This design comes from an exercise in tuning for small area on the open sky130 flow, not from production work. The RTL was checked by simulation tests, not by an equivalence proof against the original design. Power and IR drop assume default switching activity.

<file path="flow/design.v">
`timescale 1ns / 1ps
module debounce(input clk, input reset_n, input btn_input, output btn_output);
parameter DEBOUNCE_PERIOD = 488;    
reg [$clog2(DEBOUNCE_PERIOD):0] counter;
assign btn_output = (counter == DEBOUNCE_PERIOD);
always@(posedge clk) begin
  if (~reset_n || btn_input == 0)
    counter <= 0;
  else
    counter <= counter + (counter != DEBOUNCE_PERIOD);
end
endmodule
`timescale 1ns / 1ps
module player(
    input  clk,
    input  reset_n,
    input  [3:0] usr_btn,
    input  [1:0] game_state,
    output [11:0] x,
    output [11:0] y
);
reg  [31:0] player_clock;
reg  [31:0] player_vclock;
wire [9:0]  pos;
wire [9:0]  posv;
reg [26:0] speed;
reg [26:0] speed_clk;
wire btn_level, btn_pressed;
reg  prev_btn_level;
localparam VBUF_W = 320;  
localparam VBUF_H = 240;  
localparam PLAYER_W      = 41;  
localparam PLAYER_H      = 42;  
parameter gravity = 27'd1;  
parameter init_speed = 27'd4; 
localparam TS = 12;
wire [31:0] vstep = {speed, 5'd0} << (TS - 5);  
debounce btn_db(
  .clk(clk),
  .reset_n(reset_n),
  .btn_input(usr_btn[1]),
  .btn_output(btn_level)
);
assign x = player_clock[31:20];  
assign y = {2'b00,player_vclock[31:22]};  
reg face;
reg facev;
always @(posedge clk) begin
  if (~reset_n || game_state == 1) begin
    player_clock <= {12'd278, 20'd0};  
    face <= 1;
  end else if(face==1 && ~(player_clock[31:20]+ PLAYER_W > VBUF_W) && usr_btn[0]==1)
    player_clock <= player_clock + (32'd1 << TS);
  else if(face==0 && ~(player_clock[31:20] <= 160) && usr_btn[2]==1)
    player_clock <= player_clock - (32'd1 << TS);
  if (usr_btn[0]==1) begin
     face<=1 ;
  end else if(usr_btn[2]==1) begin
     face<=0;
  end
end
always @(posedge clk) begin
  if (~reset_n || game_state == 1) begin
     player_vclock <= {10'd177, 22'd0};  
  end else if (facev == 1 && player_vclock[31:22] > 0) begin
     player_vclock <= player_vclock - vstep;
  end else if (facev == 0 && player_vclock[31:22] + PLAYER_H < VBUF_H -20) begin
     player_vclock <= player_vclock + vstep;
  end
end
always @(posedge clk) begin
  if (~reset_n)
    prev_btn_level <= 0;
  else
    prev_btn_level <= btn_level;
end
assign btn_pressed = (btn_level == 1 && prev_btn_level == 0)? 1 : 0;
always @(posedge clk) begin
  if (~reset_n) begin
    speed <= 0;
    facev <= 1;
    speed_clk <=0;
  end else if (btn_pressed && player_vclock[31:22] == (VBUF_H - PLAYER_H - 20)) begin
    speed <= 20;
    facev <= 1;
  end else if (facev == 1 && speed_clk > 27'd2048) begin
    if (speed == 0 ) facev <= 0;
    else     speed <= speed - 4;
    speed_clk <= 0;
  end else if (facev == 0 && player_vclock[31:22] + PLAYER_H < VBUF_H -20 && speed_clk > 27'd2048) begin
    speed <= speed + 2;
    speed_clk <= 0;
  end else
    speed_clk = speed_clk +1;
end
endmodule
`timescale 1ns / 1ps
module npc(
    input clk,
    input reset_n,
    input  [11:0] ball_pos_x,
    input  [11:0] ball_pos_y,
    input game_mode,  
    input [1:0] game_state,  
    output [11:0] npc_pos_x,
    output [11:0] npc_pos_y
);
reg [31:0] npc_clock;
reg [31:0] npc_vclock;
reg [20:0] doziness_clock;  
wire [9:0] pos;
wire [9:0] pos_v;
reg [26:0] speed;
reg [26:0] speed_clk;
localparam VBUF_W = 320;
localparam VBUF_H = 240;
localparam NPC_W = 41;
localparam NPC_H = 42;
localparam BALL_DIST = 18;
parameter gravity = 27'd1;
parameter init_speed = 27'd4;
localparam TS = 12;
wire [31:0] vstep = {speed, 5'd0} << (TS - 5);  
assign npc_pos_x = npc_clock[31:20];
assign npc_pos_y = {2'b00, npc_vclock[31:22]};
reg face_v;
always @(posedge clk) begin
    if (~reset_n || game_state == 1) npc_clock <= {12'd1, 20'd0};
    else if (~(npc_clock[31:20] + NPC_W > 160) && ball_pos_x > npc_pos_x + BALL_DIST + npc_clock[TS+1:TS]
            && (game_mode == 0 || doziness_clock < 21'd170))
        npc_clock <= npc_clock + (32'd1 << TS);
    else if (~(npc_clock[31:20] <= 0) && ball_pos_x < npc_pos_x + BALL_DIST + npc_clock[TS+1:TS]
            && (game_mode == 0 || doziness_clock < 21'd170))
        npc_clock <= npc_clock - (32'd1 << TS);
end
always @(posedge clk) begin
    if (~reset_n || game_state == 1 ) npc_vclock <= {10'd177, 22'd0};  
    else if (face_v && npc_vclock[31:22] > 0)
        npc_vclock <= npc_vclock - vstep;
    else if (~face_v && npc_vclock[31:22] + NPC_H < VBUF_H - 20)
        npc_vclock <= npc_vclock + vstep;
end
always @(posedge clk) begin
    if (~reset_n) begin
        speed <= 0;
        face_v <= 1;
        speed_clk <= 0;
    end else if (ball_pos_y <= 80 && npc_vclock[31:22] == (VBUF_H - NPC_H - 20)) begin
        speed <= 20;
        face_v <= 1;
    end else if (face_v && speed_clk > 27'd2048) begin
        if (speed == 0) face_v <= 0;
        else speed <= speed - 4;
        speed_clk <= 0;
    end else if (~face_v && npc_vclock[31:22] + NPC_H < VBUF_H - 20 && speed_clk > 27'd2048) begin
        speed <= speed + 2;
        speed_clk <= 0;
    end else speed_clk <= speed_clk + 1;
end
always @(posedge clk) begin
    if (~reset_n) doziness_clock <= 0;
    else if (game_mode == 1 && doziness_clock < 21'd244) doziness_clock <= doziness_clock + 1;
    else doziness_clock <= 0;
end
endmodule
`timescale 1ns / 1ps
module Ball(
    input clk,
    input reset_n,
    input [11:0] Player_X,
    input [11:0] Player_Y,
    input [11:0] NPC_X,
    input [11:0] NPC_Y,
    input [1:0] game_state,  
    input who_win,  
    input smash,  
    input smash1,
    output [11:0] Ball_X,
    output [11:0] Ball_Y
);
localparam [11:0] Ball_W = 30,
                  Ball_H = 30,
                  Pika_W = 41,
                  Pika_H = 42,
                  VBUF_H = 240,
                  VBUF_W = 320,
                  NET_W = 6,
                  NET_H = 90,
                  NET_POS_X = 160,
                  NET_POS_Y = 150,
                  START_POS_PLAYER_X = 180,
                  START_POS_PLAYER_Y = 30,
                  START_POS_NPC_X = 100,
                  START_POS_NPC_Y = 30,
                  START_V_X = 0,
                  START_V_Y = 2,
                  g = 2, 
                  range = 23,
                  smash_speed = 8,
                  ground_y = 220;
localparam [31:0] smash_cnt_max = 5000;
localparam TS = 12;
localparam [31:0] max_number_0 = 1,
                  max_number_1 = 3,
                  max_number_2 = 5;
reg [31:0] pos_x , pos_y;
reg [31:0] v_x , v_y;
reg check_x_dir , check_y_dir;
reg [2:0] smash_times;
reg [31:0] clk_cnt;
reg [31:0] smash_cnt;
wire check_cnt_max;
wire check_smash_cnt_max;
wire player_collison;
wire player_left_side , player_right_side , player_top;
wire player_left_e , player_right_e , player_top_e , player_center_e;
wire NPC_left_side , NPC_right_side , NPC_top_side;
wire NPC_left_e , NPC_right_e , NPC_top_e , NPC_center_e;
wire NPC_collison;
wire player_on_ground , NPC_on_ground;
wire net_collison;
wire net_collison_top;
wire net_collison_side;
reg start;   
localparam [31:0] clk_cnt_max = max_number_0;
reg x_dir , y_dir;
assign player_left_side = (pos_x[31:20] + Ball_W >= Player_X  );
assign player_right_side = ( pos_x[31:20] <= Player_X + Pika_W - 2);
assign player_top = (pos_y[31:20] + Ball_H >= Player_Y);
assign player_left_e = (pos_x[31:20] + Ball_W >= Player_X) && (pos_x[31:20] + Ball_W <= Player_X + range);
assign player_right_e = (pos_x[31:20] >= Player_X + Pika_W - range) && (pos_x[31:20] <= Player_X + Pika_W );
assign player_center_e = (pos_x[31:20] + Ball_W >= Player_X + range) && (pos_x[31:20] <= Player_X + Pika_W - range);
assign player_top_e = (pos_y[31:20] + Ball_H >= Player_Y) && ( pos_y[31:20] + Ball_H <= Player_Y + 21);
assign player_collison = (player_right_side && player_left_side &&player_top 
                         && ( pos_y[31:20] <= Player_Y + Pika_H));
assign NPC_left_side = (pos_x[31:20] + Ball_W >= NPC_X +5);
assign NPC_right_side = ( pos_x[31:20] <= NPC_X + Pika_W -7);
assign NPC_top_side = (pos_y[31:20] + Ball_H  >= NPC_Y);
assign NPC_left_e = (pos_x[31:20] + Ball_W >= NPC_X ) && (pos_x[31:20] + Ball_W <= NPC_X + range);
assign NPC_right_e = (pos_x[31:20] >= NPC_X + Pika_W - range) && (pos_x[31:20] <= NPC_X + Pika_W );
assign NPC_center_e = (pos_x[31:20] + Ball_W >= NPC_X + range) && (pos_x[31:20] <= NPC_X + Pika_W - range);
assign NPC_top_e = (pos_y[31:20] + Ball_H  >= NPC_Y) && ( pos_y[31:20] + Ball_H <= NPC_Y + 21);
assign NPC_collison = (NPC_left_side && (NPC_right_side) && (NPC_top_side) && 
                      ( pos_y[31:20] <= NPC_Y + Pika_H));
assign net_collison = (pos_y[31:20] + Ball_H >= NET_POS_Y) && (pos_x[31:20] + Ball_W >= NET_POS_X) && ( pos_x[31:20] <= NET_POS_X + NET_W);
assign net_collison_top  =(pos_y[31:20] + Ball_H == NET_POS_Y) && (pos_x[31:20] + Ball_W >= NET_POS_X) && (pos_x[31:20] <= NET_POS_X + NET_W);
assign player_on_ground =  Player_Y + Pika_H < ground_y;
assign NPC_on_ground = NPC_Y + Pika_H < ground_y;
wire [31:0] step_y = {12'd0, v_y[31:24], 12'd0};  
localparam [31:0] g_step = {20'd0, g} << TS;
assign Ball_X = pos_x[31:20];
assign Ball_Y = pos_y[31:20];
assign check_cnt_max = (clk_cnt == clk_cnt_max);
assign check_smash_cnt_max = (smash_cnt == smash_cnt_max);
always @(posedge clk)begin
    if(~reset_n) clk_cnt <= 0;
    else clk_cnt <= (clk_cnt == clk_cnt_max)?0:(clk_cnt + 1);
end 
always @(posedge clk)begin
    if(~reset_n) begin 
        smash_cnt <= 0;
        start <= 0;
    end else if(start)begin
        smash_cnt <= (smash_cnt == smash_cnt_max)?smash_cnt_max:(smash_cnt+1);
        start <= (check_smash_cnt_max)?0:1;
    end else begin
        start <= ( (player_collison && smash) || (NPC_collison && smash1) );
        smash_cnt <= 0;
    end
end
always @(posedge clk)begin
    if(~reset_n || game_state != 2'b10)begin
        pos_x <= {((who_win)?NPC_X:Player_X), 20'd0};
        x_dir <= 1;
        v_x <= START_V_X;
    end else begin
        if(check_cnt_max) pos_x <= (x_dir) ? (pos_x + (v_x << TS)):(pos_x - (v_x << TS));
        if(pos_x[31:20] == 12'b0) x_dir <= 1;
        else if(pos_x[31:20] + Ball_W == VBUF_W) x_dir <= 0;
        else if(net_collison && pos_x[31:20] + Ball_W == NET_POS_X) x_dir <= 0;
        else if(net_collison && pos_x[31:20] == NET_POS_X + NET_W ) x_dir <= 1;
        else if(player_collison && smash)begin
            x_dir <= 0;
            v_x <= smash_speed;
        end else if(NPC_collison && smash1)begin
            x_dir <= 1;
            v_x <= smash_speed;
        end else if(player_collison && player_left_e && ~check_smash_cnt_max)begin 
            x_dir <= 0;
            v_x <= 2; 
        end else if(player_collison && player_right_e && ~check_smash_cnt_max)begin 
            x_dir <= 1;
            v_x <= 2; 
        end else if(NPC_collison && NPC_left_e && ~check_smash_cnt_max)begin 
            x_dir <= 0;
            v_x <= 2;
        end else if(NPC_collison && NPC_right_e && ~check_smash_cnt_max)begin 
            x_dir <= 1;
            v_x <= 2;
        end else if(NPC_collison && NPC_center_e && ~check_smash_cnt_max)begin
            v_x <= 0;
        end else if(player_collison && player_center_e && ~check_smash_cnt_max)begin    
            v_x <= 0;
        end else x_dir <= x_dir;
    end
end
always @(posedge clk)begin
    if(~reset_n || game_state != 2'b10)begin
        if(who_win) pos_y <= {START_POS_NPC_Y, 20'd0};
        else pos_y <= {START_POS_PLAYER_Y, 20'd0};
        y_dir <= 1;
    end else begin
        if(check_cnt_max) pos_y <= (y_dir) ? (pos_y + step_y) : ( (pos_y < step_y)?0:(pos_y - step_y));
        if(pos_y[31:20] == 0 || v_y[31:24] == 0)y_dir <= 1;
        else if(( (player_collison && player_on_ground) || (NPC_collison && NPC_on_ground) ) && smash) y_dir <= 1;
        else if(pos_y[31:20] + Ball_H == VBUF_H - 20) y_dir <= 0;
        else if( (player_collison && player_top_e) || (NPC_collison && NPC_top_e    ) || net_collison_top) y_dir <= 0;
        else y_dir <= y_dir; 
    end
end
always @(posedge clk)begin
    if(~reset_n || game_state != 2'b10)begin
        v_y <= {START_V_Y[8:0], 23'd0};
    end else begin
        v_y <= ( y_dir )? (v_y + g_step) : ( (v_y < g_step)?0: (v_y - g_step) );
    end
end
endmodule
`timescale 1ns / 1ps
module main(
    input  clk,
    input  reset_n,
    input  [3:0] usr_btn,
    input [3:0] usr_sw,
    output [11:0] player_x,
    output [11:0] player_y,
    output [11:0] computer_x,
    output [11:0] computer_y,
    output [11:0] ball_x,
    output [11:0] ball_y,
    output reg [2:0] player_score,
    output reg [2:0] computer_score,
    output reg [1:0] state
    );
localparam [3:0] S_MAIN_INIT = 0 , S_MAIN_IDLE = 1,
                 S_MAIN_START = 2 ,  S_MAIN_WAIT1 =3, S_MAIN_PLAY = 4,
                 S_MAIN_CAL = 5 ,  S_MAIN_WAIT2 =6,
                 S_MAIN_END =7;
localparam VBUF_W = 320;
localparam VBUF_H = 240;
localparam BALL_W = 30;
localparam BALL_H = 30;
wire touched;  
reg  [2:0] P, P_next;
reg [31:0] cnt1;  
reg [31:0] cnt2;  
reg win;  
reg [9:0] sm_clk;  
wire sm;  
assign sm = usr_sw[1]== 1'b1 ? sm_clk[3] : 1'b1;
assign touched = (ball_y + BALL_H >= VBUF_H - 20)? 1:0;
Ball ball(
    .clk(clk),
    .reset_n(reset_n),
    .Player_X(player_x),
    .Player_Y(player_y),
    .NPC_X(computer_x),
    .NPC_Y(computer_y),
    .game_state(state),  
    .who_win(win),  
    .smash(usr_btn[3]),  
    .smash1(sm),
    .Ball_X(ball_x),
    .Ball_Y(ball_y)
);
player players(
    .clk(clk),
    .reset_n(reset_n),
    .usr_btn(usr_btn),
    .game_state(state),
    .x(player_x),
    .y(player_y)
);
npc npcs(
    .clk(clk),
    .reset_n(reset_n),
    .ball_pos_x(ball_x),
    .ball_pos_y(ball_y),
    .game_mode(usr_sw[1]),
    .game_state(state),
    .npc_pos_x(computer_x),
    .npc_pos_y(computer_y)
);
always @(posedge clk) begin
  if (~reset_n || P==S_MAIN_INIT) begin
    state <= 0;
  end else  if(P == S_MAIN_START)begin
    state <= 0;
  end else  if(P == S_MAIN_WAIT1)begin
    state <= 1;
  end else  if(P == S_MAIN_PLAY)begin
    state <= 2;
  end else  if(P == S_MAIN_END)begin
    state <= 3;
  end
end
always @(posedge clk) begin
  if (~reset_n) begin
    P <= S_MAIN_INIT;
  end else begin
    P <= P_next;
  end
end
always @(posedge clk) begin
  if (~reset_n || P==S_MAIN_INIT) begin
    sm_clk <= 0;
  end else if(sm_clk > 1000) begin
    sm_clk <= 0;
  end else begin
    sm_clk <= sm_clk+1;
  end
end
always @(posedge clk) begin
  if (~reset_n || P==S_MAIN_INIT) begin
    cnt1 <= 0;
    cnt2 <= 0;
  end else if(P == S_MAIN_START) begin
    cnt1 <= cnt1 + 1;
  end else if(P == S_MAIN_WAIT1) begin
    cnt2 <= cnt2 + 1;
  end else begin
    cnt1 <= 0;
    cnt2 <= 0;
  end
end
always @(*) begin  
  case (P)
    S_MAIN_INIT: 
      P_next = S_MAIN_IDLE;
    S_MAIN_IDLE:  
      if (usr_sw[0] == 0) P_next = S_MAIN_START;
      else P_next = S_MAIN_IDLE;
    S_MAIN_START:  
        if(cnt1>24414) P_next = S_MAIN_WAIT1;
        else P_next = S_MAIN_START;
    S_MAIN_WAIT1:
        if(cnt2>12207) P_next = S_MAIN_PLAY;
        else P_next = S_MAIN_WAIT1;
    S_MAIN_PLAY:  
      if (touched) P_next = S_MAIN_WAIT2;
      else P_next = S_MAIN_PLAY;
    S_MAIN_WAIT2:
        P_next = S_MAIN_CAL ;
    S_MAIN_CAL:  
      if(player_score >= 7) P_next = S_MAIN_END;
      else if (computer_score >= 7) P_next = S_MAIN_END;
      else P_next = S_MAIN_WAIT1;
    S_MAIN_END:  
        if (usr_sw[0] == 1) P_next = S_MAIN_INIT;
        else P_next = S_MAIN_END;
    default:
      P_next = S_MAIN_INIT;
  endcase
end
always @(posedge clk) begin
    if(~reset_n || P==S_MAIN_INIT) begin
        player_score <= 0;
        computer_score <= 0;
        win <= 0;
    end else if(P_next == S_MAIN_WAIT2) begin
        if(ball_x >=160)begin
            computer_score <= computer_score + 1;
            win <= 1;
        end else if(ball_x <160) begin
            player_score <= player_score + 1;
            win <= 0;
        end
    end  
end
endmodule
</file>
<file path="flow/run.sh">
#!/bin/bash
# synth_recipe.tcl (not shown) runs the flow's synth.tcl, then flattens the netlist and writes it again
# the make line also repeats each setting of config.mk as NAME=value (left out here)
make -C /OpenROAD-flow-scripts/flow DESIGN_CONFIG=/design/flow/config.mk WORK_HOME=/design/flow/orfs CLKGATE_MAP_FILE= SYNTH_SCRIPT=/design/flow/synth_recipe.tcl finish
</file>
<file path="flow/config.mk">
export PLATFORM = sky130hd
export DESIGN_NAME = main
export DESIGN_NICKNAME = main
export VERILOG_FILES = /design/flow/design.v
export SDC_FILE = /design/flow/constraint.sdc
export NUM_CORES = 4
export LEC_CHECK = 0
export CAP_MARGIN = 20
export CORE_MARGIN = 2
export CORE_UTILIZATION = 40
export SLEW_MARGIN = 20
</file>
<file path="flow/constraint.sdc">
create_clock -name core_clock -period 10.0 [get_ports {clk}]
set_input_delay 2.0000 -clock core_clock [delete_from_list [all_inputs] [get_ports {clk}]]
set_output_delay 2.0000 -clock core_clock [all_outputs]
set_load 0.01 [all_outputs]
</file>
==> out/summary.md <==
The worst path needs 7229 ps of the cycle, external delays included. Dividing the detail-routed wire length by the instance count gives 16.81 um. The mean instance size in the synthesized netlist was 7.835 um2. The placed wire-length estimate after detailed placement came out at 68,300 um. STA puts the critical path data arrival time at 7790 ps. The setup fix buffers added after clock tree synthesis is 0. In this run the worst hold path is classified as reg -> reg. The detail route stage leaves a number of antenna-violating nets equal to 0. After the first detailed-routing iteration, the DRC count stood at 1,956. The clock drives 432 sinks. The run gives 8770 um2 as the sequential cell area. The y dimension of the die came out at 297.6 um. The number of clock buffers added by TritonCTS is 52. The biggest area contributor in the post-synthesis netlist is sky130_fd_sc_hd__dfxtp_1.

The fill cell instance count of the final layout was 8,631; the final design utilization was 44.25%. The tools report the number of setup violations in the final report as 0. The tools report the launch point of the worst reg-to-reg path as npcs.npc_clock[21].

The die covers 88,540 um2. The total vias in the final route is 30,520. TritonCTS built the clock tree.

After synthesis, the most frequently instantiated cells are 557 x sky130_fd_sc_hd__nor2_1, 420 x sky130_fd_sc_hd__dfxtp_1, 371 x sky130_fd_sc_hd__ha_1. The quantity of I/O buffers inserted on ports is 83, and the starting density of the core is 40.42%. For this run, the slowest stage of the critical path takes 800 ps.

Summed over all layers, the routed wires come to 93,090 um. The share of the synthesized area in the top cell type is 24.39%. The logs give 0.9242 for the global placer's final weighted congestion and 65 for the pin count of the biggest net entering global routing. The area of the multi-input gates came out at 23,960 um2. The overall die width is 297.6 um. Final hold violation count: 0. For this design the total switching power over the nets is 0.003646 W. The logs give 34,470 um2 for the mapped cell area and 95 for the number of different library cells in the post-synthesis netlist. Summed over all failing endpoints, the final setup total negative slack is 0 ps.

The tools report the initial antenna violation count as 1. The setup skew after layout is 25.98 ps, and the worst-skew pair later-pin latency is 620 ps. The initialized floorplan defines 107 standard-cell rows.

The synthesized instance count is 4,400. The synthesized netlist devotes 16.29% of its cell area to compound gates. The transition at the pin with the smallest max-transition slack was 1064 ps; the part of the power in registers was 24.7%. The synthesized netlist devotes 24.66% of its cell area to simple gates.

The largest vdd supply drop was 0.1853 mV; the portion of netlist area occupied by mux cells was 1.753%. The tool flagged a number of max-cap violations equal to 0. The internal portion of the total power is 0.004964 W.

Of the total synthesized cell area, the portion taken by XOR and XNOR cells is 12.61%. In the routed design, unresolved DRC markers number 0. Number of enable-type register cells in the synthesized netlist: 12. After clock tree synthesis, the repair step resized 0 gates. By instance count, the leading cell after synthesis is sky130_fd_sc_hd__nor2_1. The via count of the first global-routing pass is 28,470, and the H-tree depth is 2.

For this design the static power due to leakage is 14.47 nW. The worst-case hold path end point was sm_clk[0]. The endpoint identified for the worst register-to-register timing path is npcs.npc_clock[30]. The synthesized netlist devotes 13.84% of its cell area to adder and majority cells.

Of the synthesized area, sequential elements account for 25.44%. Relative to the synthesized area, the layout overhead comes to 9.470%. The maximum clock insertion buffer count is 3, and the net count of the finished layout is 4,740.

In the synthesized netlist the dominant register cell turns out to be sky130_fd_sc_hd__dfxtp_1. The flip-flop and latch count after synthesis works out to 432. The critical path class was reg -> reg. In this run the tightest slew margin relative to its limit is 28.99%. After synthesis, the share of flip-flops with an asynchronous set or reset is 0%.

The worst setup path is captured at a flop. After synthesis, the largest family of logic cells by area is simple AND/OR/NAND/NOR gates. Global routing used 20.38% of the available tracks across all layers. The first global-routing pass estimated 151,000 um of wire.

In the final layout, the share of cells above drive strength 1 is 4.369%. Of the total power, the clock network draws 22.8%. The worst setup path is launched from a flop. The clock root buffer was sky130_fd_sc_hd__clkbuf_16. The flow ran to the end and the layout has no timing, DRC or antenna violations. The count of inserted antenna diode cells is 0.

Period utilization: 72.29%. The run gives 138.3 MHz as the highest attainable clock frequency. Overall power consumption after layout is estimated at 0.008610 W.

The power density over cell area is 228.1 nW/um2. The number of pins with negative max-slew slack in the final report was 0; the leftover overflow at the end of global routing was 0. The post-cts hold buffer count was 0; the number of placed I/O pins was 90. The critical hold path startpoint is sm_clk[0]. After clock tree synthesis, the clock-pin slew on the worst setup and hold paths is 60 ps.

Number of cells traversed by the worst hold path: 1. The fraction of power spent switching nets was 42.34%; the standard cell core area was 85,280 um2. The pre-antenna-repair detailed-routing pass consisted of 5 iterations.

Combinational cells account for 52.5% of the total power. The critical-path maximum fanout was 24. The slowest stage of the critical path belongs to the cell sky130_fd_sc_hd__dfxtp_1. Yosys attributes the largest share of cell area to sky130_fd_sc_hd__dfxtp_1 24%, sky130_fd_sc_hd__ha_1 13%, sky130_fd_sc_hd__xnor2_1 7.3%, sky130_fd_sc_hd__nor2_1 6.1%, sky130_fd_sc_hd__xor2_1 5.2%.

The Yosys step of the flow raised 5 warnings. Setup repair after global routing left no endpoint under its margin. Measured in cells, the most critical reg-to-reg path has a length of 26. The vias per cell was 5.510; the worst-case register-to-register setup slack was 2770 ps. STA puts the critical path data required time at 10,560 ps.
-- cells by family after synthesis --
logic type	after synthesis
multiplexers	60
buffers and inverters	407
adder cells (fa/ha/maj)	378
AND/OR/NAND/NOR	1727
other	1
AO/OA/AOI/OAI	901
XOR/XNOR	494
flip-flops	432
-- cells in the final DEF (no fill, tap or decap), drive strengths merged, types with 31 or more instances in the layout --
cell type	count
nor2	559
dfxtp	420
ha	371
nand2	328
a21oi	314
xnor2	290
xor2	203
o21ai	193
nand3	166
inv	155
nor3	127
nand4	99
clkdlybuf4s50	83
or3	80
clkbuf	77
nor4	74
and3	70
a21o	67
mux2i	57
buf	42
nor2b	40
a31oi	36
and4	34
nand2b	33
a211oi	31
-- flip-flops by register name, indices dropped and copies added (netlist names), 10 cells and up --
name and flops:
ball.clk_cnt 32, ball.pos_x 19, ball.pos_y 20, ball.smash_cnt 32, ball.v_y 19, cnt1 32, cnt2 32, npcs.doziness_clock 21
npcs.npc_clock 20, npcs.npc_vclock 19, npcs.speed 26, npcs.speed_clk 27, players.btn_db.counter 10, players.player_clock 20, players.player_vclock 19, players.speed 26
players.speed_clk 27, sm_clk 10
-- worst max path at each step --
| stage | startpoint | endpoint | slack [ps] |
|---|---|---|---|
| 2_1_floorplan | npcs.npc_clock[21] | npcs.npc_clock[30] | 4250 |
| 3_3_place_gp | npcs.npc_clock[21] | npcs.npc_clock[30] | 2760 |
| 3_5_place_dp | npcs.npc_clock[21] | npcs.npc_clock[30] | 2770 |
| 4_1_cts | npcs.npc_clock[21] | npcs.npc_clock[30] | 2730 |
| 5_1_grt | npcs.npc_clock[21] | npcs.npc_clock[30] | 2150 |
| 6_report | npcs.npc_clock[21] | npcs.npc_clock[30] | 2770 |
-- layer usage --
metal	track usage [%]	wire (um)
met5	0	13
met4	6.349	2726
met3	3.681	5265
met2	32.77	40930
met1	27.58	44160
-- metrics by stage --
stage | hold slack (ps) | std cells | worst slack (ps) | cell area (um2)
floorplan | 426.1 | 4416 | 4249 | 34530
global placement | 443.4 | 5442 | 2758 | 35900
detailed placement | 451.1 | 5442 | 2770 | 35900
CTS | 468.6 | 5538 | 2734 | 37690
global route | 487.1 | 5539 | 2151 | 37740
finish | 464.9 | 5539 | 2771 | 37740
-- worst max-delay path, delay by kind of cell, from the launching register on --
| family | cells | cell delay, ps |
|---|---|---|
| flops | 1 | 800 |
| xor+xnor | 2 | 330 |
| compound gates | 6 | 1950 |
| buf+inv | 2 | 550 |
| simple gates | 12 | 2290 |
| fa+ha+maj | 3 | 1150 |
| mux | 1 | 80 |
-- power groups by stage --
| stage | sequential [W] | combinational [W] | clock (W) |
|---|---|---|---|
| floorplan | 0.00202 | 0.00352 | 0 |
| global placement | 0.00215 | 0.00442 | 0 |
| detailed placement | 0.00216 | 0.00445 | 0 |
| CTS | 0.00212 | 0.00449 | 0.00203 |
| global route | 0.00214 | 0.00507 | 0.00209 |
| finish | 0.00212 | 0.00452 | 0.00197 |
-- layout make-up --
class | instances | area share [%]
multi-input combinational | 3577 | 63.48
sequential | 432 | 23.24
clock buffer | 77 | 4.101
tap | 1144 | 3.793
timing repair buffer | 125 | 3.090
inverter | 165 | 1.641
clock inverter | 19 | 0.6499

-- afterwards: timing with drivers on the ports --
In the flow no input, the clock included, has a driving cell. The finished layout below was timed again as built, in two steps. Step 1: set_driving_cell puts a clkbuf_16 on clk and a buf_2 on each other input, an assumption about the parent block. Step 2, shift: input delay + t, output delay - t, t = (earliest + latest rising clock arrival at the registers) / 2. This alone moves slack from input paths to output paths. Slacks: ideal ports / drivers / drivers and shift; pairs: ideal ports / drivers.
shift t [ns]: 0.672
setup WS [ns]: 2.771 / 2.771 / 2.771
hold WS [ns]: 0.465 / 0.465 / 0.465
slew at the worst register clock pin (ns): 0.07 / 0.07
worst data-port slew with drivers (ns): 0.03
After both steps this run still meets setup and hold. The setup slack of this run moves by 0.000 ns with the drivers and by 0.000 ns with both steps.
